Optimization exercise on an open flow, not production practice.
RTL: at most simulated, not proved equivalent.
Power: default activity.

===== flow/config.mk =====
export PLATFORM = sky130hd
export DESIGN_NAME = chris_slave
export DESIGN_NICKNAME = chris_slave
export VERILOG_FILES = /design/flow/design.v
export SDC_FILE = /design/flow/constraint.sdc
export NUM_CORES = 4
export LEC_CHECK = 0
export ABC_AREA = 1
export CAP_MARGIN = 20
export CORE_MARGIN = 2
export CORE_UTILIZATION = 55
export CTS_BUF_LIST = sky130_fd_sc_hd__clkbuf_8 sky130_fd_sc_hd__clkbuf_16
export CTS_CLUSTER_DIAMETER = 80
export CTS_CLUSTER_SIZE = 24
export SETUP_SLACK_MARGIN = 4.0
export SLEW_MARGIN = 20

===== flow/constraint.sdc =====
create_clock -name core_clock -period 6.0 [get_ports {clock_clk}]
set_input_delay 1.2000 -clock core_clock [delete_from_list [all_inputs] [get_ports {clock_clk}]]
set_output_delay 1.2000 -clock core_clock [all_outputs]
set_load 0.01 [all_outputs]

===== flow/design.v =====
module convolution_core (
input clk,
input reset,
input [31:0] t1,
input [31:0] t2,
input [31:0] t3,
input [31:0] t4,
input [2:0] k,
output [31:0] ret
);
	reg [31:0] acc_s, acc_c;
	reg        rst_q;
	wire [31:0] g0 = acc_s & acc_c;
	wire [31:0] p0 = acc_s ^ acc_c;
	wire [31:0] g1, p1, g2, p2, g3, p3, g4, p4, g5, p5;
	genvar i;
	generate for (i = 0; i < 32; i = i + 1) begin : pfx
		if (i % 2 == 1) begin
			assign g1[i] = g0[i] | p0[i] & g0[i-1];
			assign p1[i] = p0[i] & p0[i-1];
		end else begin
			assign g1[i] = g0[i]; assign p1[i] = p0[i];
		end
		if (i % 4 >= 2) begin
			assign g2[i] = g1[i] | p1[i] & g1[(i/4)*4+1];
			assign p2[i] = p1[i] & p1[(i/4)*4+1];
		end else begin
			assign g2[i] = g1[i]; assign p2[i] = p1[i];
		end
		if (i % 8 >= 4) begin
			assign g3[i] = g2[i] | p2[i] & g2[(i/8)*8+3];
			assign p3[i] = p2[i] & p2[(i/8)*8+3];
		end else begin
			assign g3[i] = g2[i]; assign p3[i] = p2[i];
		end
		if (i % 16 >= 8) begin
			assign g4[i] = g3[i] | p3[i] & g3[(i/16)*16+7];
			assign p4[i] = p3[i] & p3[(i/16)*16+7];
		end else begin
			assign g4[i] = g3[i]; assign p4[i] = p3[i];
		end
		if (i >= 16) begin
			assign g5[i] = g4[i] | p4[i] & g4[15];
		end else begin
			assign g5[i] = g4[i];
		end
	end endgenerate
	assign ret = p0 ^ {g5[30:0], 1'b0};
	wire [31:0] xs = acc_s & {32{~rst_q}};
	wire [31:0] xc = acc_c & {32{~rst_q}};
	wire [31:0] sa = xs ^ xc ^ t1;
	wire [31:0] ca = {(xs[30:0] & xc[30:0]) | (xs[30:0] & t1[30:0]) | (xc[30:0] & t1[30:0]), k[0]};
	wire [31:0] sb = t2 ^ t3 ^ t4;
	wire [31:0] cb = {(t2[30:0] & t3[30:0]) | (t2[30:0] & t4[30:0]) | (t3[30:0] & t4[30:0]), k[1]};
	wire [31:0] sc = sa ^ ca ^ sb;
	wire [31:0] cc = {(sa[30:0] & ca[30:0]) | (sa[30:0] & sb[30:0]) | (ca[30:0] & sb[30:0]), k[2]};
	wire [31:0] sd = sc ^ cc ^ cb;
	wire [31:0] cd = {(sc[30:0] & cc[30:0]) | (sc[30:0] & cb[30:0]) | (cc[30:0] & cb[30:0]), 1'b0};
	always @(posedge clk) begin
		rst_q <= reset;
		acc_s <= sd;
		acc_c <= cd;
	end
endmodule
`timescale 1 ps / 1 ps
module chris_slave (
		input  wire [3:0]  avs_s0_address,
		input  wire        avs_s0_read,
		output wire [31:0] avs_s0_readdata,
		input  wire        avs_s0_write,
		input  wire [31:0] avs_s0_writedata,
		output wire        avs_s0_waitrequest,
		input  wire        clock_clk,
		input  wire        reset_reset,
		output wire        LEDR
	);
	wire [3:0]  a   = avs_s0_address;
	wire [31:0] wd  = avs_s0_writedata;
	wire        rst = reset_reset;
	wire        wr  = avs_s0_write;
	wire        rd  = avs_s0_read;
	reg  [31:0] v0, v1, v2, v3, v4, v5, v6, v7, v8;
	reg  [31:0] rdata;     
	reg  [31:0] n1, n2, o2;
	reg  [2:0]  k;         
	reg         pv;        
	reg         wait_q;    
	reg         wait2;     
	reg         led_q;     
	assign avs_s0_readdata    = rdata;
	assign avs_s0_waitrequest = wait_q;
	assign LEDR               = led_q;
	wire [31:0] wdm = wd & {32{~rst}};
	always @(posedge clock_clk) begin
		if (rst | (wr && a == 4'd0)) v0 <= wdm;
		if (rst | (wr && a == 4'd1)) v1 <= wdm;
		if (rst | (wr && a == 4'd2)) v2 <= wdm;
		if (rst | (wr && a == 4'd3)) v3 <= wdm;
		if (rst | (wr && a == 4'd4)) v4 <= wdm;
		if (rst | (wr && a == 4'd5)) v5 <= wdm;
		if (rst | (wr && a == 4'd6)) v6 <= wdm;
		if (rst | (wr && a == 4'd7)) v7 <= wdm;
		if (rst | (wr && a == 4'd8)) v8 <= wdm;
	end
	reg  [31:0] vmux;
	always @(*) begin
		case (a)
			4'd0: vmux = v0;
			4'd1: vmux = v1;
			4'd2: vmux = v2;
			4'd3: vmux = v3;
			4'd4: vmux = v4;
			4'd5: vmux = v5;
			4'd6: vmux = v6;
			4'd7: vmux = v7;
			default: vmux = v8;
		endcase
	end
	wire [31:0] res;
	wire [31:0] rmux = (a == 4'd9) ? res : (a > 4'd9) ? 32'hffffffff : vmux;
	function [31:0] shl;
		input [31:0] x;
		input [1:0] s;
		case (s)
			2'd0: shl = x;
			2'd1: shl = {x[30:0], 1'b0};
			2'd2: shl = {x[29:0], 2'b0};
			default: shl = {x[28:0], 3'b0};
		endcase
	endfunction
	reg [4:0] w;
	always @(*) begin
		case (a)
			4'd0: w = 5'b00_0_00;    
			4'd1: w = 5'b00_0_01;    
			4'd2: w = 5'b11_0_10;    
			4'd3: w = 5'b00_0_10;    
			4'd4: w = 5'b10_0_10;    
			4'd5: w = 5'b10_1_10;    
			4'd6: w = 5'b11_0_11;    
			4'd7: w = 5'b00_0_11;    
			default: w = 5'b10_0_11;    
		endcase
	end
	wire on  = wr && (a[3] == 1'b0 || a == 4'd8);
	wire two = on && w[4];
	wire neg = w[3];
	wire [31:0] wd2  = w[2] ? {wd[30:0], 1'b0} : wd;
	wire [31:0] old2 = w[2] ? {vmux[30:0], 1'b0} : vmux;
	always @(posedge clock_clk) begin
		rdata <= on ? ~shl(vmux, w[1:0]) : rmux;
		n1    <= on ? shl(wd, w[1:0]) : 32'd0;
		n2    <= two ? (neg ? ~wd2 : wd2) : 32'd0;
		o2    <= two ? (neg ? old2 : ~old2) : 32'd0;
		k     <= {two & ~neg, on, two & neg};
		pv    <= on;
	end
	always @(posedge clock_clk) begin
		if (rst) begin
			wait_q <= 1'b0;
			wait2  <= 1'b0;
			led_q  <= 1'b0;
		end else begin
			if (wr && a == 4'd8) begin
				wait_q <= 1'b1;
				wait2  <= 1'b0;
				led_q  <= 1'b1;
			end else if (rd) begin
				if (wait_q) begin
					wait2 <= 1'b1;
					if (wait2) wait_q <= 1'b0;
				end else begin
					led_q <= 1'b0;
				end
			end
		end
	end
	convolution_core acc (
		.clk(clock_clk),
		.reset(rst),
		.t1(n1),
		.t2(n2),
		.t3(rdata & {32{pv}}),
		.t4(o2),
		.k(k),
		.ret(res)
	);
endmodule

===== flow/run.sh =====
#!/bin/bash
# synth_recipe.tcl (not shown) runs the flow's synth.tcl, then flattens the netlist and writes it again
# the make line also repeats each setting of config.mk as NAME=value (left out here)
make -C /OpenROAD-flow-scripts/flow DESIGN_CONFIG=/design/flow/config.mk WORK_HOME=/design/flow/orfs CLKGATE_MAP_FILE= SYNTH_SCRIPT=/design/flow/synth_recipe.tcl finish

==> impl_metrics.json, run 1 <==
{
  "cts_tree": "done",
  "die-height_um": 214.4,
  "final_max_slew_viol_count": 0,
  "wl_mm": 109.5,
  "cp-startpoint": "avs_s0_address[1]",
  "clkPwrFrac_pct": 24.6,
  "htree_levels": 1,
  "power_density_nw_per_um2": 273.2,
  "wl_per_cell_um": 29.86,
  "p_int_mw": 6.289,
  "cp-end-kind": "flop",
  "timing.rr.start": "k[1]",
  "yosys.cell_count.top_type": "nand2_1",
  "power_switching_mw": 3.513,
  "setup_viol": 0,
  "relSlewSlack_pct": 51.83,
  "crit_arrival_ns": 3.16,
  "synth_edf_count": 288,
  "synth_cell_types": 38,
  "combPwrFrac_pct": 32.0,
  "use_met3_pct": 10.78,
  "nets": 3245,
  "worstSetupPathType": "in -> reg",
  "r2r_slack_ns": 3.57,
  "ys_warn_count": 2,
  "hp-class": "reg -> reg",
  "synth_flop_cell": "edfxtp_1",
  "root_buffer": "clkbuf_16",
  "synth_cells": 2672,
  "yosysTopAreaCell": "edfxtp_1",
  "ys_ff_latch": 486,
  "grt_overflow_total": 0,
  "fmax_ghz": 0.3864,
  "insertion_delay_ns": 0.69,
  "initial_utilization_pct": 55.39,
  "numPortBuffers": 73,
  "seqPwrFrac_pct": 43.4,
  "period_share_pct": 43.14,
  "required_ns": 6.57,
  "drive_gt1_share_pct": 39.26,
  "grt_pass1_vias": 21554,
  "clock_path_buffers": 3,
  "synthArstFlopShare_pct": 0,
  "cts_buffers": 31,
  "rows": 77,
  "fill_cells": 2465,
  "leakage_nw": 15.64,
  "dr.first_iter.drc_count": 3239,
  "cap_violations": 0,
  "placed_area_um2": 26230,
  "grt_max_degree": 46,
  "ctsHoldBuffers": 0,
  "rsz0062_at_grt": "true",
  "finalPower_mw": 9.803,
  "num_io_pins": 74,
  "setup_tns_ns": 0,
  "cts.sink_count": 486,
  "cp-start-kind": "input pin",
  "gr-usage-met1_pct": 54.32,
  "gp_congestion": 0.9276,
  "grt.busiest_layer": "met2",
  "timing.final.crit_period_ns": 2.588,
  "use_met2_pct": 64.68,
  "yosysSeqAreaShare_pct": 51.83,
  "core_area_um2": 43930,
  "critPathMaxFanout": 7,
  "ant_nets": 0,
  "power.share.switching_pct": 35.84,
  "hold_viol": 0,
  "peakVddDrop_uv": 338.4,
  "die_width_um": 214.4,
  "worst_pin_slew_ns": 0.7150,
  "grt_pass1_wl_mm": 142.5,
  "num_vias": 23068,
  "die_area_um2": 45950,
  "synth_area_leaders": "edfxtp_1 36%, dfxtp_1 16%, nand2_1 13%",
  "min-delay-start": "wait2",
  "drc": 0,
  "viasPerCell": 6.289,
  "synthesis.area_um2": 24340,
  "synth_common_cells": "839 x nand2_1, 288 x edfxtp_1, 271 x inv_1, 232 x nor2_1, 198 x dfxtp_1",
  "synthToLayoutAreaGrowth_pct": 47.44,
  "cts.clk_slew.worst_paths_ns": 0.09,
  "final.setup_skew_ns": 0.06071,
  "finish.instance_area_um2": 35880,
  "drtPass1Iterations": 7,
  "antenna_found_initial": 2,
  "syn_nets": 2870,
  "outcome": "no timing/DRC/antenna violations",
  "place_hpwl_mm": 50.45,
  "grt_usage_pct": 42.70,
  "synth.top_cell.area_share_pct": 35.54,
  "avgSynthCellArea_um2": 9.108
}
## critical path, stage by stage
cell	delay, ns
buf_12	0.12
inv_12	0.07
buf_6	0.10
nor2_4	0.04
buf_12	0.14
nand2_8	0.15
buf_6	0.14
buf_12	0.15
nor2_4	0.04
nor2_1	0.12
nand3_1	0.14
nand2_2	0.14
buf_4	0.12
nand2_1	0.04
o21ai_0	0.14
nand2_1	0.11
nand2_1	0.11
inv_1	0.06
## layout make-up
cell class                 count  area (µm²)  share of cell area, %
tap                          592       740.7                  2.064
clock buffer                  32       800.8                  2.232
clock inverter                26       270.3                 0.7532
multi-input combinational   1811       13770                  38.38
sequential                   486       12710                  35.42
inverter                     277        1195                  3.330
antenna                        4       10.01                0.02790
timing repair inverter         8       83.83                 0.2336
timing repair buffer         432        6302                  17.56
## routing by layer
layer	wire length [µm]	vias to the layer above	part of all wire, %
met4	11380	0	10
met1	36570	10855	33
li1	-	9391	-
met5	0	-	0
met3	15540	752	14
met2	46030	2070	42
## per-stage QoR
step	hold slack (ns)	utilization, %	std cells	setup WS (ns)
after detailed placement	0.4768	59.70	3263	1.238
final	0.4926	81.68	3668	3.412
after CTS	0.4982	76.84	3602	3.604
after global routing	0.5227	81.65	3664	3.381
after global placement	0.4628	59.70	3263	1.264
after floorplan	0.4515	-	2672	3.219
## timing repair
item | in CTS | in global routing
endpoints found under the setup margin | 807 | 709
pin swaps | 255 | 259
endpoints found under the hold margin | 0 | 0
setup buffers | 203 | 54
cloned | 78 | 8
resized for setup | 960 | 389
## cell usage in the layout, fill, tap and decap left out, drive strengths merged
| cell | instances |
|---|---|
| and2 | 3 |
| or2 | 64 |
| nand4 | 3 |
| xor2 | 9 |
| o21ai | 90 |
| nand3 | 185 |
| clkbuf | 37 |
| buf | 392 |
| o22ai | 2 |
| o31ai | 1 |
| and3 | 1 |
| nor3 | 3 |
| clkinvlp | 7 |
| dlymetal6s2s | 3 |
| a31oi | 2 |
| diode | 4 |
| clkdlybuf4s50 | 30 |
| a21o | 1 |
| ha | 31 |
| nand2 | 855 |
| o221ai | 19 |
| a41oi | 10 |
| a21boi | 1 |
| xnor2 | 5 |
| dfxtp | 198 |
| fa | 127 |
| edfxtp | 288 |
| nor2 | 242 |
| nand3b | 39 |
| inv | 293 |
| clkdlybuf4s15 | 2 |
| clkinv | 11 |
| a21oi | 118 |
## logic make-up after synthesis
| kind of cell | count (synthesis) | synth area share (%) |
|---|---|---|
| adder cells (fa/ha/maj) | 158 | 12.04 |
| buffers and inverters | 390 | 6.293 |
| AO/OA/AOI/OAI | 244 | 5.578 |
| XOR/XNOR | 14 | 0.5039 |
| AND/OR/NAND/NOR | 1380 | 23.76 |
| flip-flops | 486 | 51.83 |
## power by group through the flow
stage,sequential (mW),clock (mW),combinational [mW]
after floorplan,4.18,0,1.49
after global placement,4.25,0,2.06
after detailed placement,4.25,0,2.11
after CTS,4.21,2.36,2.74
after global routing,4.28,2.50,3.35
final,4.25,2.41,3.14
## path summary, 6_finish.rpt
path                            depth (start not counted)            to
worst min register to register                          2         wait2
worst min-delay path                                    2         wait2
worst max register to register                          6  acc.acc_s[4]
worst max-delay path                                   18      rdata[4]
Testbench counts, summed over its fixed seeds: cycles 63,899.
==> run 2, diff against run 1 <==
--- a/flow/config.mk
+++ b/flow/config.mk
@@ -12,5 +12,5 @@
 export CTS_BUF_LIST = sky130_fd_sc_hd__clkbuf_8 sky130_fd_sc_hd__clkbuf_16
 export CTS_CLUSTER_DIAMETER = 80
 export CTS_CLUSTER_SIZE = 24
-export SETUP_SLACK_MARGIN = 4.0
+export SETUP_SLACK_MARGIN = 3.8
 export SLEW_MARGIN = 20
==> impl_metrics.json, run 2 <==
{
  "outcome": "no timing/DRC/antenna violations",
  "insertion_delay_ns": 0.63,
  "die-height_um": 214.4,
  "cts_tree": "done",
  "viasPerCell": 5.958,
  "wl_mm": 94.53,
  "critical_path.max_stage_delay_ns": 0.21,
  "synth_cells": 2672,
  "synthToLayoutAreaGrowth_pct": 34.55,
  "synth_common_cells": "839 x nand2_1, 288 x edfxtp_1, 271 x inv_1, 232 x nor2_1, 198 x dfxtp_1",
  "relSlewSlack_pct": 56.83,
  "fmax_ghz": 0.3991,
  "yosys.cell_count.top_type": "nand2_1",
  "cts.sink_count": 486,
  "ys_warn_count": 2,
  "grt_usage_pct": 36.83,
  "grt_pass1_wl_mm": 125.3,
  "setup_tns_ns": 0,
  "most-common-layout-cells": "680 x nand2_1, 288 x edfxtp_1, 244 x inv_1",
  "initial_utilization_pct": 55.39,
  "worstPathCellList": "buf_12, buf_12, nand2_8, buf_12, nor2_4, buf_12, buf_6, buf_12, nand2_2, nand2_2, nor2_1, nand3b_1, nand3_1, nand3b_1, nand2_1, nand2_2, inv_1",
  "drtPass1Iterations": 6,
  "hold_viol": 0,
  "die_area_um2": 45950,
  "cap_violations": 0,
  "cts.clk_slew.worst_paths_ns": 0.10,
  "grt_max_degree": 59,
  "final_common_cell": "nand2_1",
  "die_width_um": 214.4,
  "cp-end-kind": "flop",
  "syn_nets": 2870,
  "timing.final.crit_period_ns": 2.506,
  "ant_nets": 0,
  "timing.rr.start": "acc.rst_q",
  "hold-worst-slack_ns": 0.5070,
  "place_hpwl_mm": 51.94,
  "cp-startpoint": "avs_s0_address[2]",
  "core_area_um2": 43930,
  "critPathMaxFanout": 5,
  "synth_area_leaders": "edfxtp_1 36%, dfxtp_1 16%, nand2_1 13%",
  "dr.first_iter.drc_count": 2841,
  "fin_cells": 3559,
  "final_max_slew_viol_count": 0,
  "worst-path-buf-inv": 7,
  "rsz0062_at_grt": "true",
  "ys_ff_latch": 486,
  "wl_per_cell_um": 26.56,
  "antenna_cells": 0,
  "synthesis.area_um2": 24340,
  "leakage_nw": 14.36,
  "required_ns": 6.57,
  "worst_pin_slew_ns": 0.6475,
  "grt_overflow_total": 0,
  "numPortBuffers": 73,
  "clock_path_buffers": 3,
  "finish.instance_area_um2": 32740,
  "yosysSeqAreaShare_pct": 51.83,
  "setup_viol": 0,
  "drive_gt1_share_pct": 32.46,
  "antenna_found_initial": 1,
  "drc": 0,
  "synthArstFlopShare_pct": 0,
  "placed_area_um2": 25930,
  "place_inst": 3262,
  "hp-class": "reg -> reg",
  "cp-start-kind": "input pin",
  "cpMostUsedCell": "buf_12",
  "slowest_stage": "nand3b_1",
  "rows": 77,
  "final.setup_skew_ns": 0.03437,
  "cp_top_family": "simple AND/OR/NAND/NOR gates",
  "num_vias": 21204,
  "root_buffer": "clkbuf_16",
  "cts_buffers": 31,
  "num_io_pins": 74,
  "power_density_nw_per_um2": 285.4,
  "min-delay-start": "wait2",
  "period_share_pct": 41.76,
  "nets": 3141,
  "synth_edf_count": 288,
  "synth_flop_cell": "edfxtp_1",
  "synth_cell_types": 38,
  "htree_levels": 1,
  "worstSetupPathType": "in -> reg",
  "synth.top_cell.area_share_pct": 35.54,
  "grt_pass1_vias": 19494,
  "avgSynthCellArea_um2": 9.108,
  "yosysTopAreaCell": "edfxtp_1",
  "finalPower_mw": 9.346,
  "crit_arrival_ns": 3.07,
  "gp_congestion": 0.9155,
  "peakVddDrop_uv": 318.4
}
## run 2: cell counts after synthesis
Identical to the previous run, type by type.
## run 2: final cells by class
| class | count | area, µm² |
|---|---|---|
| multi-input combinational | 1809 | 12500 |
| inverter | 277 | 1196 |
| fill | 3072 | 11190 |
| clock inverter | 26 | 260.3 |
| sequential | 486 | 12720 |
| tap | 592 | 740.7 |
| clock buffer | 31 | 775.7 |
| timing repair buffer | 331 | 4488 |
| timing repair inverter | 7 | 63.81 |
## run 2: cell families (layout without fill, tap and decap cells)
group                    Yosys count  count (layout)  share of synthesized area (%)
AO/OA/AOI/OAI                    244             244                          5.578
adder cells (fa/ha/maj)          158             158                          12.04
flip-flops                       486             486                          51.83
buffers and inverters            390             672                          6.293
AND/OR/NAND/NOR                 1380            1393                          23.76
XOR/XNOR                          14              14                         0.5039
## run 2: per-stage QoR
stage,util (%),setup slack [ns]
finish,74.53,3.494
global route,74.53,3.453
CTS,68.93,3.556
detailed placement,59.02,1.375
global placement,59.02,1.463
floorplan,-,3.219
## run 2: metal layers
| layer | routed length [µm] | vias to the layer above | global-route usage [%] | share of wire [%] |
|---|---|---|---|---|
| met4 | 5834 | 0 | 13.17 | 6.2 |
| met5 | 0 | - | 0 | 0 |
| met2 | 41610 | 1494 | 57.36 | 44 |
| met3 | 11980 | 377 | 8.482 | 13 |
| li1 | - | 9162 | - | - |
| met1 | 35110 | 10171 | 50.96 | 37 |
## run 2: worst reg2reg max path, cell delays in order (launching register included)
cell	delay [ns]
dfxtp_4	0.40
buf_12	0.15
buf_16	0.15
buf_6	0.12
nor2_4	0.11
fa_2	0.45
fa_1	0.53
fa_1	0.42
## run 2: path summary, 6_finish.rpt
kind	slack, ns	end	depth (start not counted)
worst max-delay path	3.49	rdata[16]	17
worst min-delay path	0.51	wait2	2
worst max register to register	3.55	acc.acc_s[26]	7
worst min register to register	0.51	wait2	2
## run 2: repair_timing
action	4_1_cts	5_1_grt
setup endpoints to repair	753	433
gates cloned	33	27
hold buffers	0	0
setup buffers	107	73
resized for setup	666	386
pin swaps	129	212
## run 2: power by group
group	leakage [nW]	total, mW	internal [mW]	switching [mW]
logic	9.39	2.79	1.11	1.68
clock network	0.537	2.33	1.02	1.31
registers	4.43	4.23	3.97	0.263
==> run 3, diff against run 2 <==
--- a/flow/config.mk
+++ b/flow/config.mk
@@ -14,3 +14,4 @@
 export CTS_CLUSTER_SIZE = 24
 export SETUP_SLACK_MARGIN = 3.8
 export SLEW_MARGIN = 20
+export TNS_END_PERCENT = 5
==> impl_metrics.json, run 3 <==
{
  "outcome": "no timing/DRC/antenna violations",
  "core_area_um2": 43930,
  "period_share_pct": 40.46,
  "cp-end-kind": "flop",
  "nets": 2984,
  "grt.busiest_layer": "met1",
  "setup_tns_ns": 0,
  "yosysTopAreaCell": "edfxtp_1",
  "crit_arrival_ns": 2.95,
  "antenna_cells": 0,
  "ctsHoldBuffers": 0,
  "synth_cell_types": 38,
  "leakage_nw": 12.84,
  "power_density_nw_per_um2": 305.0,
  "fmax_ghz": 0.4119,
  "ys_ff_latch": 486,
  "final_common_cell": "nand2_1",
  "final.setup_skew_ns": 0.01998,
  "numPortBuffers": 73,
  "syn_nets": 2870,
  "hold_viol": 0,
  "yosys.area_share.simple_pct": 23.76,
  "fin_ws_ns": 3.572,
  "cts_buffers": 29,
  "drtPass1Iterations": 6,
  "most-common-layout-cells": "781 x nand2_1, 288 x edfxtp_1, 259 x inv_1",
  "final_max_slew_viol_count": 0,
  "rsz0062_at_grt": "true",
  "fill_cells": 3589,
  "die_area_um2": 45950,
  "synthToLayoutAreaGrowth_pct": 17.96,
  "cp_top_family": "buffers and inverters",
  "slowest_stage": "bufbuf_16",
  "grt_max_degree": 49,
  "multiInputGateArea_um2": 10890,
  "synth_common_cells": "839 x nand2_1, 288 x edfxtp_1, 271 x inv_1, 232 x nor2_1, 198 x dfxtp_1",
  "avgSynthCellArea_um2": 9.108,
  "clock_path_buffers": 3,
  "cts.clk_slew.worst_paths_ns": 0.09,
  "cts_tree": "done",
  "dr.first_iter.drc_count": 2341,
  "cp-start-kind": "input pin",
  "grt_usage_pct": 32.94,
  "worst-path-buf-inv": 6,
  "synthArstFlopShare_pct": 0,
  "gr-usage-met1_pct": 52.52,
  "use_met3_pct": 4.468,
  "synth_cells": 2672,
  "synthAdderAreaFrac_pct": 12.04,
  "required_ns": 6.52,
  "min-delay-start": "led_q",
  "timing.rr.start": "acc.rst_q",
  "grt_pass1_vias": 17902,
  "pre_cts_ws_ns": 1.204,
  "cap_violations": 0,
  "synth_top_family_by_area": "simple AND/OR/NAND/NOR gates",
  "setup_viol": 0,
  "insertion_delay_ns": 0.61,
  "cp-startpoint": "avs_s0_address[3]",
  "synth_area_leaders": "edfxtp_1 36%, dfxtp_1 16%, nand2_1 13%",
  "ys_warn_count": 2,
  "cpMostUsedCell": "nand2_4",
  "finalPower_mw": 8.756,
  "synth_edf_count": 288,
  "hold-worst-slack_ns": 0.4953,
  "wl_mm": 76.44,
  "initial_utilization_pct": 55.39,
  "worstSetupPathType": "in -> reg",
  "synth-xor-area-share_pct": 0.5039,
  "die-height_um": 214.4,
  "gp_congestion": 0.9610,
  "yosys.cell_count.top_type": "nand2_1",
  "peakVddDrop_uv": 345.9,
  "ant_nets": 0,
  "htree_levels": 1,
  "drive_gt1_share_pct": 15.98,
  "wl_per_cell_um": 22.51,
  "num_io_pins": 74,
  "synth_flop_cell": "edfxtp_1",
  "relSlewSlack_pct": 36.75,
  "antenna_found_initial": 0,
  "synth_compound_area_share_pct": 5.578,
  "synth.top_cell.area_share_pct": 35.54,
  "use_met2_pct": 47.72,
  "fin_cells": 3396,
  "num_vias": 18888,
  "critical_path.max_stage_delay_ns": 0.32,
  "die_width_um": 214.4,
  "critPathMaxFanout": 22,
  "hp-class": "reg -> reg",
  "root_buffer": "clkbuf_16",
  "grt_overflow_total": 0,
  "place_hpwl_mm": 50.41,
  "timing.final.crit_period_ns": 2.428,
  "drc": 0,
  "regArea_um2": 12680,
  "r2r_slack_ns": 3.64,
  "cts.sink_count": 486,
  "yosysSeqAreaShare_pct": 51.83,
  "grt_pass1_wl_mm": 113.5,
  "place_inst": 3259,
  "viasPerCell": 5.562,
  "rows": 77,
  "worstPathCellList": "buf_16, inv_16, nor2_2, nand2_2, nand2_4, buf_12, nand2_4, buf_8, a31oi_4, inv_8, bufbuf_16, a21oi_1",
  "synth.area.mux_share_pct": 0,
  "worst_pin_slew_ns": 0.9453,
  "synthesis.area_um2": 24340
}
==> run 3: cell count changes in the layout (fill, tap and decap cells not counted), sizes merged <==
| cell | previous run | this run |
|---|---|---|
| clkdlybuf4s15 | 1 | 2 |
| clkinvlp | 6 | 7 |
| clkbuf | 45 | 57 |
| bufbuf | 1 | 6 |
| and2 | 4 | 2 |
| dlymetal6s2s | 2 | 0 |
| clkdlybuf4s50 | 32 | 33 |
| dlygate4sd2 | 0 | 1 |
| buf | 281 | 122 |
| bufinv | 0 | 2 |
| nand2 | 853 | 843 |
| inv | 293 | 285 |
| clkinv | 11 | 6 |
==> run 3: power breakdown <==
| group | total, mW | internal (mW) | switching (mW) | leakage [nW] |
|---|---|---|---|---|
| logic | 2.30 | 0.883 | 1.42 | 7.92 |
| registers | 4.20 | 3.97 | 0.227 | 4.43 |
| clock network | 2.26 | 1.06 | 1.20 | 0.487 |
==> run 3: area by class of cell <==
class                   instances  area share (%)
clock buffers                  31           2.702
clock inverters                18          0.7497
inverters                     277           3.910
multi-input cells            1797           37.92
flip-flops and latches        486           44.19
well taps                     592           2.580
repair buffers                190           7.810
repair inverters                5          0.1395
==> run 3: worst reg2reg max path, cell delays in order, from the launching register on <==
cell        delay (ns)
dfxtp_4           0.49
clkinvlp_4        0.19
buf_12            0.17
nand2_2           0.06
fa_1              0.40
inv_1             0.08
fa_1              0.43
fa_1              0.43
==> run 3: final timing paths <==
| kind | to | depth (start not counted) |
|---|---|---|
| max | n2[20] | 12 |
| min | led_q | 2 |
| max reg2reg | acc.acc_s[29] | 7 |
| min reg2reg | led_q | 2 |
==> run 3: through the flow <==
| stage | util, % | area [µm²] |
|---|---|---|
| after global placement | 58.70 | 25790 |
| after floorplan | - | 24530 |
| after detailed placement | 58.70 | 25790 |
| after CTS | 63.91 | 28080 |
| final | 65.35 | 28710 |
| after global routing | 65.35 | 28710 |
==> run 3: cells by family after synthesis <==
group / after synthesis
adders and majority gates: 158
DFF: 486
buffers and inverters: 390
and+or+nand+nor: 1380
xor gates and xnor gates: 14
AOI/OAI and AO/OA: 244
==> run 3: routing by layer <==
metal,part of all wire [%],routed length [µm],vias to the layer above
li1,-,-,8814
met1,45,34460,8989
met2,42,32110,986
met3,10,7869,99
met4,2.6,1999,0
met5,0,0,-
==> run 3: timing repair <==
item / in CTS / in global routing
setup buffers: 45 / 25
pin swaps: 26 / 41
gates cloned: 15 / 3
endpoints found under the setup margin: 719 / 680
gates resized for setup: 219 / 209
==> run 4, diff against run 3 <==
--- a/flow/config.mk
+++ b/flow/config.mk
@@ -12,6 +12,6 @@
 export CTS_BUF_LIST = sky130_fd_sc_hd__clkbuf_8 sky130_fd_sc_hd__clkbuf_16
 export CTS_CLUSTER_DIAMETER = 80
 export CTS_CLUSTER_SIZE = 24
-export SETUP_SLACK_MARGIN = 3.8
+export SETUP_SLACK_MARGIN = 3.6
 export SLEW_MARGIN = 20
 export TNS_END_PERCENT = 5
==> impl_metrics.json, run 4 <==
{
  "fmax_ghz": 0.3980,
  "final.setup_skew_ns": 0.02245,
  "endpoint": "v6[7]",
  "synthesis.area_um2": 24340,
  "hp-class": "reg -> reg",
  "peakVddDrop_uv": 346.7,
  "hold_viol": 0,
  "ys_ff_latch": 486,
  "power_density_nw_per_um2": 306.8,
  "ant_nets": 0,
  "cp-start-kind": "input pin",
  "cts_buffers": 29,
  "cp-startpoint": "avs_s0_write",
  "insertion_delay_ns": 0.61,
  "synth_cell_types": 38,
  "drive_gt1_share_pct": 11.43,
  "outcome": "no timing/DRC/antenna violations",
  "reg2regPathDepth": 6,
  "clock_path_buffers": 3,
  "synth_area_leaders": "edfxtp_1 36%, dfxtp_1 16%, nand2_1 13%",
  "pre_cts_ws_ns": 1.204,
  "num_io_pins": 74,
  "nets": 2962,
  "rsz0062_at_grt": "true",
  "r2r-end": "acc.acc_s[1]",
  "crit_arrival_ns": 2.75,
  "yosysSeqAreaShare_pct": 51.83,
  "yosys.cell_count.top_type": "nand2_1",
  "setup_viol": 0,
  "hold-worst-slack_ns": 0.4937,
  "required_ns": 6.23,
  "fin_ws_ns": 3.488,
  "wl_mm": 74.37,
  "ctsHoldBuffers": 0,
  "setup_tns_ns": 0,
  "final_util_pct": 64.09,
  "root_buffer": "clkbuf_16",
  "period_share_pct": 41.87,
  "critPathMaxFanout": 32,
  "synth_flop_cell": "edfxtp_1",
  "core_area_um2": 43930,
  "dr.first_iter.drc_count": 2522,
  "die_area_um2": 45950,
  "initial_utilization_pct": 55.39,
  "fill_cells": 3691,
  "htree_levels": 1,
  "synth_edf_count": 288,
  "worstSetupPathType": "in -> reg",
  "cap_violations": 0,
  "viasPerCell": 5.549,
  "synthArstFlopShare_pct": 0,
  "cts_tree": "done",
  "cp-end-kind": "flop",
  "grt_pass1_wl_mm": 111.0,
  "ys_warn_count": 2,
  "die-height_um": 214.4,
  "antenna_cells": 0,
  "cts.clk_slew.worst_paths_ns": 0.09,
  "die_width_um": 214.4,
  "gp_congestion": 0.9610,
  "grt_overflow_total": 0,
  "wl_per_cell_um": 22.04,
  "fin_cells": 3374,
  "place_hpwl_mm": 50.41,
  "placed_area_um2": 25790,
  "regArea_um2": 12640,
  "multiInputGateArea_um2": 10670,
  "synthToLayoutAreaGrowth_pct": 15.69,
  "grt_max_degree": 49,
  "rows": 77,
  "avgSynthCellArea_um2": 9.108,
  "final_max_slew_viol_count": 0,
  "synth_common_cells": "839 x nand2_1, 288 x edfxtp_1, 271 x inv_1, 232 x nor2_1, 198 x dfxtp_1",
  "r2r_slack_ns": 3.67,
  "syn_nets": 2870,
  "timing.final.crit_period_ns": 2.512,
  "finish.instance_area_um2": 28150,
  "final_common_cell": "nand2_1",
  "worst_pin_slew_ns": 0.9048,
  "cts.sink_count": 486,
  "synth.top_cell.area_share_pct": 35.54,
  "most-common-layout-cells": "803 x nand2_1, 288 x edfxtp_1, 262 x inv_1",
  "yosysTopAreaCell": "edfxtp_1",
  "synth_cells": 2672,
  "place_inst": 3259,
  "numPortBuffers": 73,
  "finalPower_mw": 8.637,
  "drc": 0,
  "grt_usage_pct": 32.06,
  "leakage_nw": 12.60,
  "antenna_found_initial": 0,
  "grt_pass1_vias": 17604,
  "timing.rr.start": "acc.rst_q",
  "num_vias": 18721,
  "drtPass1Iterations": 6,
  "relSlewSlack_pct": 39.46
}
-- run 4: final cells by class --
cell class                      count  area share [%]
Clock buffer                       31           2.755
Sequential cell                   486           44.90
Timing Repair Buffer              171           6.977
Tap cell                          592           2.631
Multi-Input combinational cell   1797           37.89
Inverter                          277           4.026
Clock inverter                     18          0.7644
Timing Repair inverter              2         0.06222
-- run 4: where the power goes --
| group | total, mW | leakage (nW) | internal (mW) | switching, mW |
|---|---|---|---|---|
| Combinational | 2.20 | 7.68 | 0.826 | 1.37 |
| Sequential | 4.18 | 4.43 | 3.96 | 0.215 |
| Clock | 2.26 | 0.487 | 1.06 | 1.20 |
-- run 4: what timing repair did --
action                     4_1_cts  5_1_grt
setup endpoints to repair      528      469
setup buffers                   28       28
gates cloned                     9        1
gates resized for setup        143       96
pin swaps                       11       29
hold endpoints to repair         0        0
-- run 4: cells by family after synthesis --
| kind of cell | synth area share, % |
|---|---|
| AOI/OAI and AO/OA | 5.578 |
| DFF | 51.83 |
| buffers and inverters | 6.293 |
| and+or+nand+nor | 23.76 |
| xor gates and xnor gates | 0.5039 |
| adders and majority gates | 12.04 |
-- run 4: layer usage --
metal	wire length [µm]	up-vias	track usage, %	share of wire [%]
met5	0	-	0	0
met4	1759	0	7.130	2.4
met3	7309	100	4.553	9.8
met2	31050	952	45.88	42
met1	34240	8900	51.68	46
li1	-	8769	-	-
-- run 4: worst max-delay path, stage by stage --
cell	delay (ns)
dlygate4sd2_1	0.43
inv_1	0.11
buf_4	0.24
o31ai_4	0.26
buf_4	0.47
-- run 4: worst min-delay path by stage --
stage	startpoint	cells after the start	end	slack, ns
final	led_q	2	led_q	0.49
after global routing	led_q	2	led_q	0.52
after CTS	led_q	2	led_q	0.50
after detailed placement	wait2	2	wait2	0.48
after global placement	wait2	2	wait2	0.46
after floorplan	wait2	2	wait2	0.45
==> run 5, diff against run 4 <==
--- a/flow/config.mk
+++ b/flow/config.mk
@@ -14,4 +14,3 @@
 export CTS_CLUSTER_SIZE = 24
 export SETUP_SLACK_MARGIN = 3.6
 export SLEW_MARGIN = 20
-export TNS_END_PERCENT = 5
==> impl_metrics.json, run 5 <==
{
  "final_common_cell": "nand2_1",
  "nets": 2960,
  "htree_levels": 1,
  "rows": 77,
  "synth_flop_cell": "edfxtp_1",
  "synth.area.mux_share_pct": 0,
  "drtPass1Iterations": 5,
  "place_hpwl_mm": 51.97,
  "hold_viol": 0,
  "die_area_um2": 45950,
  "combPwrFrac_pct": 25.2,
  "ant_nets": 0,
  "fill_cells": 3788,
  "synthesis.area_um2": 24340,
  "cts_buffers": 31,
  "worst_pin_slew_ns": 0.8438,
  "yosysTopAreaCell": "edfxtp_1",
  "synth-xor-area-share_pct": 0.5039,
  "core_area_um2": 43930,
  "synth_common_cells": "839 x nand2_1, 288 x edfxtp_1, 271 x inv_1, 232 x nor2_1, 198 x dfxtp_1",
  "numPortBuffers": 73,
  "period_share_pct": 40.33,
  "p_int_mw": 5.828,
  "synth_cells": 2672,
  "outcome": "no timing/DRC/antenna violations",
  "avgSynthCellArea_um2": 9.108,
  "cap_violations": 0,
  "final_max_slew_viol_count": 0,
  "r2r-end": "rdata[16]",
  "power_density_nw_per_um2": 311.2,
  "multiInputGateArea_um2": 10710,
  "relSlewSlack_pct": 43.54,
  "hold-worst-slack_ns": 0.4846,
  "drc": 0,
  "clkPwrFrac_pct": 26.8,
  "syn_nets": 2870,
  "viasPerCell": 5.594,
  "initial_utilization_pct": 55.39,
  "critPathMaxFanout": 15,
  "synthArstFlopShare_pct": 0,
  "clock_path_buffers": 3,
  "seqPwrFrac_pct": 48.1,
  "wl_per_cell_um": 22.59,
  "grt_overflow_total": 0,
  "final.setup_skew_ns": 0.02868,
  "fin_ws_ns": 3.580,
  "grt_max_degree": 80,
  "synth_edf_count": 288,
  "num_vias": 18895,
  "cp-startpoint": "reset_reset",
  "yosys.area_share.simple_pct": 23.76,
  "grt_usage_pct": 33.06,
  "grt_pass1_wl_mm": 113.2,
  "yosys.cell_count.top_type": "nand2_1",
  "regArea_um2": 12700,
  "insertion_delay_ns": 0.63,
  "crit_arrival_ns": 2.72,
  "cp-start-kind": "input pin",
  "root_buffer": "clkbuf_16",
  "synth_top_family_by_area": "simple AND/OR/NAND/NOR gates",
  "synth_cell_types": 38,
  "grt_pass1_vias": 18209,
  "antenna_cells": 0,
  "most-common-layout-cells": "817 x nand2_1, 288 x edfxtp_1, 264 x inv_1",
  "synthToLayoutAreaGrowth_pct": 15.13,
  "leakage_nw": 12.52,
  "dr.first_iter.drc_count": 2415,
  "endpoint": "v8[8]",
  "die-height_um": 214.4,
  "pre_cts_ws_ns": 1.206,
  "synth.top_cell.area_share_pct": 35.54,
  "hp-class": "reg -> reg",
  "drive_gt1_share_pct": 13.60,
  "setup_tns_ns": 0,
  "r2r_slack_ns": 3.68,
  "synth_compound_area_share_pct": 5.578,
  "antenna_found_initial": 0,
  "cp-end-kind": "flop",
  "synth_area_leaders": "edfxtp_1 36%, dfxtp_1 16%, nand2_1 13%",
  "reg2regPathDepth": 14,
  "timing.final.crit_period_ns": 2.420,
  "rsz0062_at_grt": "true",
  "setup_viol": 0,
  "peakVddDrop_uv": 329.4,
  "cts.sink_count": 486,
  "synthAdderAreaFrac_pct": 12.04,
  "gp_congestion": 0.9109,
  "fmax_ghz": 0.4132,
  "cts_tree": "done",
  "ctsHoldBuffers": 0,
  "required_ns": 6.30,
  "worstSetupPathType": "in -> reg",
  "ys_warn_count": 2,
  "wl_mm": 76.30,
  "ys_ff_latch": 486,
  "power_switching_mw": 2.890,
  "timing.rr.start": "acc.acc_c[9]",
  "num_io_pins": 74,
  "power.share.switching_pct": 33.15,
  "die_width_um": 214.4,
  "yosysSeqAreaShare_pct": 51.83,
  "cts.clk_slew.worst_paths_ns": 0.09
}
[run 5: cell counts after synthesis]
Identical to the previous run, type by type.
[run 5: area by class of cell]
| class | count | share of cell area (%) |
|---|---|---|
| Tap cell | 592 | 2.644 |
| Clock buffer | 33 | 2.907 |
| Sequential cell | 486 | 45.32 |
| Multi-Input combinational cell | 1798 | 38.23 |
| Timing Repair Buffer | 166 | 5.921 |
| Clock inverter | 24 | 0.9155 |
| Inverter | 277 | 4.001 |
| Timing Repair inverter | 2 | 0.06252 |
[run 5: worst min-delay path by stage]
stage	slack, ns	endpoint	cells past startpoint	start
floorplan	0.45	wait2	2	wait2
global placement	0.46	wait2	2	wait2
detailed placement	0.48	wait2	2	wait2
CTS	0.49	led_q	2	led_q
global route	0.51	led_q	2	led_q
finish	0.48	led_q	2	led_q
[run 5: power by group through the flow]
stage          clock (mW)  combinational (mW)  sequential, mW
2_1_floorplan           0                1.39            4.18
3_3_place_gp            0                1.98            4.24
3_5_place_dp            0                2.03            4.25
4_1_cts              2.35                2.11            4.17
5_1_grt              2.46                2.47            4.23
6_report             2.34                2.19            4.19
[run 5: repair_timing]
action                     CTS  global route
gates resized for setup    268            72
setup endpoints to repair  636           292
setup buffers               33            16
pin swaps                    8            10
cloned                       5             2
[run 5: through the flow]
stage                     power [mW]  area [µm²]  instances  utilization (%)
after floorplan                5.562       24630       2672                -
after global placement         6.220       25890       3265            58.94
after detailed placement       6.286       25890       3265            58.94
after CTS                      8.631       27590       3360            62.79
after global routing           9.156       28020       3378            63.78
final                          8.718       28020       3378            63.78
[run 5: critical path: stages]
cell and delay (ns):
clkdlybuf4s50_1 0.55, buf_4 0.28, nor2_1 0.67
[run 5: routing by layer]
layer | part of all wire [%] | GRT usage [%]
met4 | 2.9 | 8.634
met3 | 9.6 | 5.220
met2 | 44 | 50.85
met5 | 0 | 0
met1 | 43 | 49.25
[run 5: logic make-up (layout without fill, tap and decap cells)]
group	count (synthesis)	count (layout)
simple gates	1380	1382
flops	486	486
buf+inv	390	502
compound gates	244	244
fa+ha+maj	158	158
xor+xnor	14	14
==> run 6, diff against run 5 <==
--- a/flow/config.mk
+++ b/flow/config.mk
@@ -5,7 +5,6 @@
 export SDC_FILE = /design/flow/constraint.sdc
 export NUM_CORES = 4
 export LEC_CHECK = 0
-export ABC_AREA = 1
 export CAP_MARGIN = 20
 export CORE_MARGIN = 2
 export CORE_UTILIZATION = 55
==> impl_metrics.json, run 6 <==
{
  "synth.top_cell.area_share_pct": 38.28,
  "synth_flop_cell": "edfxtp_1",
  "final_common_cell": "edfxtp_1",
  "yosysSeqAreaShare_pct": 55.83,
  "final.setup_skew_ns": 0.02764,
  "die-height_um": 206.7,
  "synthesis.area_um2": 22590,
  "regArea_um2": 12710,
  "core_area_um2": 40650,
  "synth.area.mux_share_pct": 2.492,
  "required_ns": 6.54,
  "synth_edf_count": 288,
  "cts_tree": "done",
  "timing.final.crit_period_ns": 2.796,
  "dr.first_iter.drc_count": 2640,
  "cts_buffers": 28,
  "leakage_nw": 11.27,
  "period_share_pct": 46.60,
  "yosysTopAreaCell": "edfxtp_1",
  "multiInputGateArea_um2": 11370,
  "synth_area_leaders": "edfxtp_1 38%, dfxtp_1 18%, fa_1 11%",
  "grt_overflow_total": 0,
  "synth-xor-area-share_pct": 2.830,
  "finish.instance_area_um2": 30170,
  "hold_viol": 0,
  "peakVddDrop_uv": 313.6,
  "cap_violations": 0,
  "most-common-layout-cells": "288 x edfxtp_1, 149 x dfxtp_1, 140 x nand2_1",
  "worst_pin_slew_ns": 0.7746,
  "die_area_um2": 42710,
  "ant_nets": 0,
  "placed_area_um2": 24160,
  "wl_mm": 83.87,
  "drtPass1Iterations": 11,
  "outcome": "no timing/DRC/antenna violations",
  "syn_nets": 1993,
  "cp-end-kind": "flop",
  "yosys.cell_count.top_type": "edfxtp_1",
  "yosys.area_share.simple_pct": 9.942,
  "grt_pass1_wl_mm": 115.7,
  "synth_cells": 1795,
  "avgSynthCellArea_um2": 12.59,
  "setup_viol": 0,
  "relSlewSlack_pct": 48.36,
  "rsz0062_at_grt": "true",
  "synthAdderAreaFrac_pct": 13.02,
  "drive_gt1_share_pct": 36.35,
  "cp-start-kind": "input pin",
  "fmax_ghz": 0.3576,
  "cts.sink_count": 486,
  "clock_path_buffers": 3,
  "final_max_slew_viol_count": 0,
  "insertion_delay_ns": 0.62,
  "synth_common_cells": "288 x edfxtp_1, 198 x dfxtp_1, 153 x nand2_1, 127 x fa_1, 97 x a22oi_1",
  "ys_warn_count": 2,
  "initial_utilization_pct": 55.58,
  "num_vias": 17320,
  "synth_compound_area_share_pct": 13.14,
  "hp-class": "reg -> reg",
  "critPathMaxFanout": 5,
  "root_buffer": "clkbuf_16",
  "worstSetupPathType": "in -> reg",
  "power_density_nw_per_um2": 299.2,
  "grt_max_degree": 60,
  "synth_cell_types": 68,
  "viasPerCell": 6.608,
  "rows": 74,
  "num_io_pins": 74,
  "wl_per_cell_um": 32.00,
  "hold-worst-slack_ns": 0.4814,
  "grt_usage_pct": 37.90,
  "synth_top_family_by_area": "compound AO/OA/AOI/OAI gates",
  "grt_pass1_vias": 17024,
  "cts.clk_slew.worst_paths_ns": 0.10,
  "numPortBuffers": 73,
  "synthToLayoutAreaGrowth_pct": 33.56,
  "place_hpwl_mm": 41.04,
  "antenna_found_initial": 2,
  "finalPower_mw": 9.028,
  "die_width_um": 206.7,
  "gp_congestion": 0.8255,
  "synthArstFlopShare_pct": 0,
  "htree_levels": 1,
  "drc": 0,
  "nets": 2264,
  "ys_ff_latch": 486,
  "crit_arrival_ns": 3.34,
  "fill_cells": 2589,
  "setup_tns_ns": 0
}
-- run 6: cell types whose count changed in the layout (fill, tap and decap cells not counted), sizes merged, moves of 35 or more --
cell,delta
nand2,-691
mux2i,+54
xnor2,+56
nand3b,-39
buf,+167
nand3,-171
nor2,-170
inv,-243
a22oi,+97
nor2b,+83
a21oi,-35
or2,-64
-- run 6: cell families after synthesis --
family	Yosys count
XOR/XNOR	73
AND/OR/NAND/NOR	443
buffers and inverters	148
multiplexers	56
AO/OA/AOI/OAI	430
flip-flops	486
adder cells (fa/ha/maj)	159
-- run 6: power breakdown --
| group | internal [mW] | switching, mW | leakage [nW] |
|---|---|---|---|
| Sequential | 3.98 | 0.284 | 4.43 |
| Clock | 0.985 | 1.21 | 0.469 |
| Combinational | 1.22 | 1.36 | 6.37 |
| Total | 6.18 | 2.85 | 11.3 |
-- run 6: per-layer routing --
layer / vias to the layer above / global-route usage, % / wire length, µm
li1: 7174 / - / -
met1: 8762 / 53.98 / 32580
met2: 1206 / 58.66 / 37690
met3: 178 / 7.849 / 10170
met4: 0 / 12.04 / 3432
met5: - / 0 / 0
-- run 6: path summary, 6_finish.rpt --
check / startpoint / endpoint / slack [ns] / cells after the start
setup / recovery: avs_s0_address[1] / rdata[14] / 3.20 / 13
hold / removal: wait_q / wait_q / 0.48 / 2
setup reg to reg: acc.acc_c[1] / rdata[30] / 3.24 / 10
hold reg to reg: wait_q / wait_q / 0.48 / 2
-- run 6: cell type report --
type / count / area share (%)
multi-input cells: 1172 / 37.67
flip-flops and latches: 486 / 42.11
repair buffers: 345 / 14.40
diodes: 1 / 0.008294
well taps: 532 / 2.206
clock inverters: 21 / 0.6428
inverters: 33 / 0.4603
clock buffers: 31 / 2.496
-- run 6: stage by stage --
step / cells / setup WS [ns] / utilization [%]
6_report: 2621 / 3.204 / 74.23
3_3_place_gp: 2326 / 1.469 / 59.44
2_1_floorplan: 1795 / 3.132 / -
3_5_place_dp: 2326 / 1.386 / 59.44
5_1_grt: 2620 / 3.170 / 74.22
4_1_cts: 2565 / 3.337 / 70.90
-- run 6: repair_timing --
| item | CTS | global route |
|---|---|---|
| cloned | 35 | 9 |
| endpoints found under the setup margin | 518 | 314 |
| hold buffers | 0 | 0 |
| pin swaps | 162 | 104 |
| buffers inserted | 152 | 46 |
| resized for setup | 564 | 176 |
-- run 6: critical path, cell delays in order --
cell and delay, ns:
buf_12 0.11, buf_12 0.13, buf_12 0.11, nor4b_4 0.13, buf_6 0.16, buf_12 0.15, a22oi_2 0.28, nand3_2 0.15
o31ai_4 0.24, o2111a_1 0.22, a21oi_1 0.05, mux2_4 0.29, a22oi_2 0.10
==> run 7, diff against run 6 <==
--- a/flow/config.mk
+++ b/flow/config.mk
@@ -5,11 +5,13 @@
 export SDC_FILE = /design/flow/constraint.sdc
 export NUM_CORES = 4
 export LEC_CHECK = 0
+export ABC_AREA = 1
 export CAP_MARGIN = 20
 export CORE_MARGIN = 2
 export CORE_UTILIZATION = 55
 export CTS_BUF_LIST = sky130_fd_sc_hd__clkbuf_8 sky130_fd_sc_hd__clkbuf_16
 export CTS_CLUSTER_DIAMETER = 80
 export CTS_CLUSTER_SIZE = 24
+export PLACE_DENSITY = 0.72
 export SETUP_SLACK_MARGIN = 3.6
 export SLEW_MARGIN = 20
==> impl_metrics.json, run 7 <==
{
  "num_vias": 19598,
  "synthToLayoutAreaGrowth_pct": 19.85,
  "final_util_pct": 66.39,
  "synth_cells": 2672,
  "outcome": "no timing/DRC/antenna violations",
  "finish.instance_area_um2": 29170,
  "setup_tns_ns": 0,
  "synthArstFlopShare_pct": 0,
  "cts.sink_count": 486,
  "setup_viol": 0,
  "power.share.switching_pct": 33.28,
  "final_max_slew_viol_count": 0,
  "reg2regPathDepth": 6,
  "maxUsedRoutingLayer": "met4",
  "p_int_mw": 5.890,
  "place_inst": 3257,
  "yosys.cell_count.top_type": "nand2_1",
  "hold_viol": 0,
  "synth_area_leaders": "edfxtp_1 36%, dfxtp_1 16%, nand2_1 13%",
  "synthesis.area_um2": 24340,
  "leakage_nw": 13.03,
  "synth_edf_count": 288,
  "most-common-layout-cells": "758 x nand2_1, 288 x edfxtp_1, 258 x inv_1",
  "cp-start-kind": "input pin",
  "die-height_um": 214.4,
  "final.setup_skew_ns": 0.02705,
  "dr.first_iter.drc_count": 2498,
  "cp-end-kind": "flop",
  "cts_tree": "done",
  "clkPwrFrac_pct": 26.0,
  "ant_nets": 0,
  "drive_gt1_share_pct": 19.22,
  "ctsHoldBuffers": 0,
  "crit_arrival_ns": 2.98,
  "clock_path_buffers": 3,
  "die_area_um2": 45950,
  "r2r_slack_ns": 3.62,
  "worstSetupPathType": "in -> reg",
  "drc": 0,
  "ys_warn_count": 2,
  "route.met3.wl_mm": 9.976,
  "cts.clk_slew.worst_paths_ns": 0.09,
  "grt_pass1_vias": 18437,
  "initial_utilization_pct": 55.39,
  "viasPerCell": 5.724,
  "syn_nets": 2870,
  "place_hpwl_mm": 51.14,
  "nets": 3012,
  "wl_mm": 79.18,
  "final_common_cell": "nand2_1",
  "hp-class": "reg -> reg",
  "wl_per_cell_um": 23.12,
  "grt_pass1_wl_mm": 114.5,
  "period_share_pct": 41.08,
  "avgSynthCellArea_um2": 9.108,
  "min-delay-start": "led_q",
  "yosysSeqAreaShare_pct": 51.83,
  "drtPass1Iterations": 5,
  "ys_ff_latch": 486,
  "synth_cell_types": 38,
  "worst_pin_slew_ns": 0.6146,
  "power_switching_mw": 2.938,
  "wl_met2_mm": 33.82,
  "grt_overflow_total": 0,
  "grt_max_degree": 57,
  "fmax_ghz": 0.4057,
  "cts_buffers": 30,
  "cap_violations": 0,
  "insertion_delay_ns": 0.62,
  "rows": 77,
  "wirelength_met1_mm": 32.49,
  "numPortBuffers": 73,
  "synth_flop_cell": "edfxtp_1",
  "peakVddDrop_uv": 260.0,
  "htree_levels": 1,
  "critPathMaxFanout": 10,
  "required_ns": 6.52,
  "worstHoldEndpoint": "led_q",
  "power_density_nw_per_um2": 302.7,
  "yosysTopAreaCell": "edfxtp_1",
  "synth.top_cell.area_share_pct": 35.54,
  "combPwrFrac_pct": 26.5,
  "antenna_found_initial": 4,
  "r2r-end": "acc.acc_s[9]",
  "hold_path_depth": 2,
  "placed_area_um2": 25800,
  "root_buffer": "clkbuf_16",
  "synth_common_cells": "839 x nand2_1, 288 x edfxtp_1, 271 x inv_1, 232 x nor2_1, 198 x dfxtp_1",
  "rsz0062_at_grt": "true",
  "num_io_pins": 74,
  "timing.rr.start": "k[1]",
  "timing.final.crit_period_ns": 2.465,
  "grt_usage_pct": 33.10,
  "gp_congestion": 0.9225,
  "die_width_um": 214.4,
  "seqPwrFrac_pct": 47.5,
  "core_area_um2": 43930,
  "relSlewSlack_pct": 58.98,
  "fin_cells": 3424
}
run 7: cell count changes after synthesis, moves of 35 or more:
cell,before,now
nor2_1,70,232
nand3_1,14,185
or2_2,0,46
xnor2_1,61,5
mux2i_1,54,0
a22oi_1,97,0
a21oi_1,83,118
nand2_1,153,839
nand3b_1,0,39
inv_1,33,271
nor2b_1,83,0
run 7: stage by stage:
stage               setup WS [ns]  total power [mW]  hold WS (ns)
finish                      3.535             8.828        0.4831
global route                3.499             9.247        0.5245
CTS                         3.413             8.640        0.4796
detailed placement          1.010             6.301        0.4676
global placement            1.048             6.190        0.4649
floorplan                   3.219             5.562        0.4515
run 7: cell families (layout without fill, tap and decap cells):
kind of cell,Yosys count,in the layout,share of synthesized area (%)
AO/OA/AOI/OAI,244,244,5.578
XOR/XNOR,14,14,0.5039
adder cells (fa/ha/maj),158,158,12.04
buffers and inverters,390,546,6.293
flip-flops,486,486,51.83
other,0,1,0
AND/OR/NAND/NOR,1380,1383,23.76
run 7: worst max path at each step:
| stage | slack (ns) | end | from |
|---|---|---|---|
| 2_1_floorplan | 3.22 | v6[0] | avs_s0_write |
| 5_1_grt | 3.50 | o2[7] | avs_s0_address[1] |
| 6_report | 3.54 | o2[7] | avs_s0_address[3] |
| 3_3_place_gp | 1.05 | rdata[24] | avs_s0_address[3] |
| 4_1_cts | 3.41 | o2[16] | avs_s0_write |
| 3_5_place_dp | 1.01 | rdata[24] | avs_s0_address[3] |
run 7: power groups by stage:
| stage | clock, mW | sequential (mW) | combinational, mW |
|---|---|---|---|
| floorplan | 0 | 4.18 | 1.39 |
| CTS | 2.30 | 4.16 | 2.18 |
| global placement | 0 | 4.23 | 1.96 |
| global route | 2.42 | 4.23 | 2.60 |
| detailed placement | 0 | 4.24 | 2.06 |
| finish | 2.30 | 4.19 | 2.34 |
run 7: cell type report:
type	count	area (µm²)
multi-input combinational	1799	11220
clock inverter	18	235.2
inverter	277	1130
timing repair inverter	4	33.78
fill	3371	14770
sequential	486	12690
antenna	1	2.502
clock buffer	31	775.7
timing repair buffer	216	2344
tap	592	740.7
run 7: layer usage:
layer / track usage, % / vias to the layer above
li1: - / 8866
met1: 49.91 / 9304
met2: 47.65 / 1263
met3: 7.376 / 165
met4: 10.69 / 0
met5: 0 / -
run 7: what timing repair did:
item,4_1_cts,5_1_grt
pin swaps,21,90
cloned,10,6
gates resized for setup,314,210
hold endpoints to repair,0,0
buffers inserted,59,42
setup endpoints to repair,785,238
run 7: worst max-delay path: stages:
cell and delay, ns:
buf_16 0.13, inv_16 0.07, nand2_8 0.08, nor2_4 0.13
buf_12 0.14, buf_6 0.15, nand2_1 0.10, nand2_1 0.12
nor2_1 0.06, nand3b_1 0.15, nand3_1 0.14, nand2_1 0.09
nand2_1 0.12, a21oi_4 0.30
==> run 8, diff against run 7 <==
--- a/flow/config.mk
+++ b/flow/config.mk
@@ -12,6 +12,5 @@
 export CTS_BUF_LIST = sky130_fd_sc_hd__clkbuf_8 sky130_fd_sc_hd__clkbuf_16
 export CTS_CLUSTER_DIAMETER = 80
 export CTS_CLUSTER_SIZE = 24
-export PLACE_DENSITY = 0.72
-export SETUP_SLACK_MARGIN = 3.6
+export SETUP_SLACK_MARGIN = 3.7
 export SLEW_MARGIN = 20
==> impl_metrics.json, run 8 <==
{
  "antenna_found_initial": 1,
  "root_buffer": "clkbuf_16",
  "ys_warn_count": 2,
  "period_share_pct": 40.18,
  "insertion_delay_ns": 0.64,
  "hold_viol": 0,
  "avgSynthCellArea_um2": 9.108,
  "cts.clk_slew.worst_paths_ns": 0.10,
  "timing.rr.start": "acc.rst_q",
  "syn_nets": 2870,
  "ctsHoldBuffers": 0,
  "synthArstFlopShare_pct": 0,
  "reg2regPathDepth": 5,
  "htree_levels": 1,
  "required_ns": 6.50,
  "gp_congestion": 0.9211,
  "num_io_pins": 74,
  "numPortBuffers": 73,
  "setup_tns_ns": 0,
  "hold_path_depth": 2,
  "fin_ws_ns": 3.589,
  "peakVddDrop_uv": 304.3,
  "die_area_um2": 45950,
  "final.setup_skew_ns": 0.03445,
  "drtPass1Iterations": 8,
  "grt_overflow_total": 0,
  "grt_pass1_vias": 18465,
  "viasPerCell": 5.622,
  "worstSetupPathType": "reg -> reg",
  "synthesis.area_um2": 24340,
  "place_hpwl_mm": 50.79,
  "nets": 3036,
  "yosysSeqAreaShare_pct": 51.83,
  "grt_pass1_wl_mm": 114.8,
  "drive_gt1_share_pct": 22.51,
  "dr.first_iter.drc_count": 2405,
  "die_width_um": 214.4,
  "drc": 0,
  "cts_tree": "done",
  "cts_buffers": 30,
  "rows": 77,
  "relSlewSlack_pct": 46.22,
  "grt_usage_pct": 33.64,
  "synth_cell_types": 38,
  "wl_mm": 80.22,
  "crit_arrival_ns": 2.91,
  "clock_path_buffers": 3,
  "final_common_cell": "nand2_1",
  "power_density_nw_per_um2": 300.1,
  "synth.top_cell.area_share_pct": 35.54,
  "setup_viol": 0,
  "critPathMaxFanout": 14,
  "synth_common_cells": "839 x nand2_1, 288 x edfxtp_1, 271 x inv_1, 232 x nor2_1, 198 x dfxtp_1",
  "cap_violations": 0,
  "wl_per_cell_um": 23.22,
  "cts.sink_count": 486,
  "grt_max_degree": 79,
  "pre_cts_ws_ns": 1.428,
  "initial_utilization_pct": 55.39,
  "worstHoldEndpoint": "wait2",
  "most-common-layout-cells": "735 x nand2_1, 288 x edfxtp_1, 259 x inv_1",
  "cp-end-kind": "flop",
  "ys_ff_latch": 486,
  "yosysTopAreaCell": "edfxtp_1",
  "r2r-end": "acc.acc_s[6]",
  "die-height_um": 214.4,
  "synth_flop_cell": "edfxtp_1",
  "yosys.cell_count.top_type": "nand2_1",
  "min-delay-start": "wait2",
  "synth_edf_count": 288,
  "worst_pin_slew_ns": 0.8037,
  "synth_area_leaders": "edfxtp_1 36%, dfxtp_1 16%, nand2_1 13%",
  "outcome": "no timing/DRC/antenna violations",
  "r2r_slack_ns": 3.59,
  "fmax_ghz": 0.4148,
  "timing.final.crit_period_ns": 2.411,
  "ant_nets": 0,
  "rsz0062_at_grt": "true",
  "synth_cells": 2672,
  "leakage_nw": 13.36,
  "num_vias": 19420,
  "final_max_slew_viol_count": 0,
  "synthToLayoutAreaGrowth_pct": 23.52,
  "cp-start-kind": "flop",
  "hp-class": "reg -> reg",
  "core_area_um2": 43930
}
run 8: how the worst max path moves through the flow:
stage / from / to / slack (ns) / cells after the start
3_3_place_gp: avs_s0_address[3] / rdata[11] / 1.42 / 13
6_report: acc.rst_q / acc.acc_s[6] / 3.59 / 5
5_1_grt: acc.rst_q / acc.acc_s[30] / 3.53 / 6
3_5_place_dp: avs_s0_address[3] / v5[23] / 1.43 / 8
4_1_cts: acc.rst_q / acc.acc_s[24] / 3.59 / 5
2_1_floorplan: avs_s0_write / v6[0] / 3.22 / 2
run 8: repair_timing:
action                     in CTS  in global routing
setup buffers                  60                 56
pin swaps                      51                127
resized for setup             381                311
setup endpoints to repair     554                416
hold endpoints to repair        0                  0
gates cloned                   15                  7
run 8: metrics by stage:
step | cells | util [%] | cell area, µm² | hold slack [ns] | total power, mW
floorplan | 2672 | - | 24680 | 0.4515 | 5.566
global placement | 3260 | 58.90 | 25880 | 0.4633 | 6.201
detailed placement | 3260 | 58.90 | 25880 | 0.4687 | 6.277
CTS | 3390 | 64.61 | 28390 | 0.4923 | 8.748
global route | 3453 | 68.42 | 30060 | 0.5216 | 9.454
finish | 3454 | 68.42 | 30060 | 0.4902 | 9.020
run 8: kinds of logic after synthesis:
family,share of synthesized area [%]
flip-flops,51.83
XOR/XNOR,0.5039
adder cells (fa/ha/maj),12.04
AO/OA/AOI/OAI,5.578
AND/OR/NAND/NOR,23.76
buffers and inverters,6.293
run 8: power by group:
group	total, mW	switching, mW	internal [mW]
combinational	2.47	1.49	0.981
clock	2.33	1.28	1.05
sequential	4.22	0.247	3.98
run 8: cell type report:
| cell class | count | area, µm² |
|---|---|---|
| antenna | 1 | 2.502 |
| clock buffer | 34 | 828.3 |
| clock inverter | 21 | 214.0 |
| fill | 3504 | 13870 |
| inverter | 277 | 1142 |
| multi-input combinational | 1798 | 11450 |
| sequential | 486 | 12730 |
| tap | 592 | 740.7 |
| timing repair buffer | 241 | 2914 |
| timing repair inverter | 4 | 35.03 |
run 8: worst max-delay path: stages, from the launching register on:
cell and delay [ns]:
dfxtp_4 0.50, buf_12 0.20, nor2_1 0.07, fa_1 0.48, fa_2 0.60, fa_2 0.42
run 8: per-layer routing:
metal	up-vias	track usage (%)	wire length [µm]
met2	963	52.90	36500
met5	-	0	0
met1	9339	47.74	33240
li1	8934	-	-
met3	184	6.539	7552
met4	0	10.05	2925
==> run 9, diff against run 8 <==
--- a/flow/config.mk
+++ b/flow/config.mk
@@ -12,5 +12,5 @@
 export CTS_BUF_LIST = sky130_fd_sc_hd__clkbuf_8 sky130_fd_sc_hd__clkbuf_16
 export CTS_CLUSTER_DIAMETER = 80
 export CTS_CLUSTER_SIZE = 24
-export SETUP_SLACK_MARGIN = 3.7
+export SETUP_SLACK_MARGIN = 3.5
 export SLEW_MARGIN = 20
==> impl_metrics.json, run 9 <==
{
  "r2r_slack_ns": 3.56,
  "final_max_slew_viol_count": 0,
  "clock_path_buffers": 3,
  "synthToLayoutAreaGrowth_pct": 14.04,
  "num_io_pins": 74,
  "power_density_nw_per_um2": 317.7,
  "cp-end-kind": "primary output",
  "slowest_stage": "dfxtp_2",
  "worst-path-buf-inv": 1,
  "timing.rr.start": "k[1]",
  "synth_area_leaders": "edfxtp_1 36%, dfxtp_1 16%, nand2_1 13%",
  "required_ns": 4.80,
  "clkPwrFrac_pct": 28.4,
  "num_vias": 18724,
  "root_buffer": "clkbuf_16",
  "antenna_cells": 0,
  "place_inst": 3263,
  "grt_usage_pct": 32.94,
  "leakage_nw": 12.44,
  "htree_levels": 2,
  "cts_buffers": 34,
  "viasPerCell": 5.578,
  "p_int_mw": 5.928,
  "rows": 77,
  "rsz0062_at_grt": "true",
  "timing.final.crit_period_ns": 2.500,
  "finish.instance_area_um2": 27750,
  "synth_edf_count": 288,
  "outcome": "no timing/DRC/antenna violations",
  "critical_path.max_stage_delay_ns": 0.41,
  "synth_cells": 2672,
  "seqPwrFrac_pct": 47.4,
  "drc": 0,
  "grt_overflow_total": 0,
  "relSlewSlack_pct": 44.89,
  "die_area_um2": 45950,
  "cp-start-kind": "flop",
  "die-height_um": 214.4,
  "cap_violations": 0,
  "cts.sink_count": 486,
  "power.share.switching_pct": 32.77,
  "yosys.cell_count.top_type": "nand2_1",
  "initial_utilization_pct": 55.39,
  "min-delay-start": "wait2",
  "cts.clk_slew.worst_paths_ns": 0.10,
  "fin_cells": 3357,
  "setup_tns_ns": 0,
  "die_width_um": 214.4,
  "synthesis.area_um2": 24340,
  "placed_area_um2": 25840,
  "final_common_cell": "nand2_1",
  "cp-startpoint": "rdata[30]",
  "dr.first_iter.drc_count": 2095,
  "core_area_um2": 43930,
  "ys_warn_count": 2,
  "grt_pass1_wl_mm": 112.2,
  "hp-class": "reg -> reg",
  "combPwrFrac_pct": 24.2,
  "antenna_found_initial": 0,
  "wl_per_cell_um": 22.59,
  "worstSetupPathType": "reg -> out",
  "cts_tree": "done",
  "ys_ff_latch": 486,
  "setup_viol": 0,
  "period_share_pct": 41.66,
  "synth.top_cell.area_share_pct": 35.54,
  "nets": 2937,
  "syn_nets": 2870,
  "cp_top_family": "flip-flops",
  "numPortBuffers": 73,
  "fmax_ghz": 0.4000,
  "yosysTopAreaCell": "edfxtp_1",
  "hold_viol": 0,
  "synth_common_cells": "839 x nand2_1, 288 x edfxtp_1, 271 x inv_1, 232 x nor2_1, 198 x dfxtp_1",
  "yosysSeqAreaShare_pct": 51.83,
  "power_switching_mw": 2.889,
  "grt_max_degree": 97,
  "drive_gt1_share_pct": 10.31,
  "synthArstFlopShare_pct": 0,
  "avgSynthCellArea_um2": 9.108,
  "final.setup_skew_ns": 0.03900,
  "worstPathCellList": "dlygate4sd2_1",
  "insertion_delay_ns": 0.59,
  "wl_mm": 75.84,
  "crit_arrival_ns": 1.30,
  "grt_pass1_vias": 17847,
  "place_hpwl_mm": 50.93,
  "most-common-layout-cells": "823 x nand2_1, 288 x edfxtp_1, 266 x inv_1",
  "worst_pin_slew_ns": 0.8267,
  "critPathMaxFanout": 2,
  "drtPass1Iterations": 8,
  "synth_flop_cell": "edfxtp_1",
  "peakVddDrop_uv": 247.3,
  "ctsHoldBuffers": 0,
  "synth_cell_types": 38,
  "ant_nets": 0,
  "hold-worst-slack_ns": 0.4901,
  "gp_congestion": 0.9285
}
-- run 9: cell counts after synthesis --
Identical to the previous run, type by type.
-- run 9: power groups by stage --
stage                     Clock, mW  Sequential (mW)  Combinational, mW
after floorplan                   0             4.18               1.38
after global placement            0             4.24               1.98
after detailed placement          0             4.25               2.04
after CTS                      2.53             4.18               2.09
after global routing           2.64             4.22               2.40
final                          2.50             4.18               2.13
-- run 9: per-stage QoR --
step | total power, mW | worst slack (ns) | utilization [%]
floorplan | 5.558 | 3.219 | -
global placement | 6.221 | 1.303 | 58.81
detailed placement | 6.287 | 1.267 | 58.81
CTS | 8.798 | 3.486 | 62.71
global route | 9.260 | 3.419 | 63.17
finish | 8.817 | 3.500 | 63.17
-- run 9: cells by family after synthesis --
| group | Yosys count | share of synthesized area, % |
|---|---|---|
| adders and majority gates | 158 | 12.04 |
| AOI/OAI and AO/OA | 244 | 5.578 |
| DFF | 486 | 51.83 |
| buffers and inverters | 390 | 6.293 |
| and+or+nand+nor | 1380 | 23.76 |
| xor gates and xnor gates | 14 | 0.5039 |
-- run 9: timing repair --
action                                  4_1_cts  5_1_grt
endpoints found under the hold margin         0        0
cloned                                        6        1
setup buffers                                23        2
gates resized for setup                     152       52
endpoints found under the setup margin      573      242
pin swaps                                     8        4
-- run 9: layout make-up --
type	count	area, µm²
clock buffer	38	939.7
clock inverter	24	225.2
fill	3763	16180
inverter	277	1110
multi-input combinational	1798	10530
sequential	486	12660
tap	592	740.7
timing repair buffer	140	1535
timing repair inverter	2	17.52
-- run 9: layer usage --
metal  share of wire (%)  track usage, %  wire, µm  vias to the layer above
met2                  43           48.95     32700                      967
li1                    -               -         -                     8717
met3                  11           6.652      8168                      136
met4                 2.7           10.30      2063                        0
met1                  43           48.94     32910                     8904
met5                   0               0         0                        -
-- run 9: worst paths after layout --
check                              to  cells after the start
setup reg to reg        acc.acc_s[24]                      6
hold reg to reg                 wait2                      2
hold / removal                  wait2                      2
setup / recovery  avs_s0_readdata[30]                      1
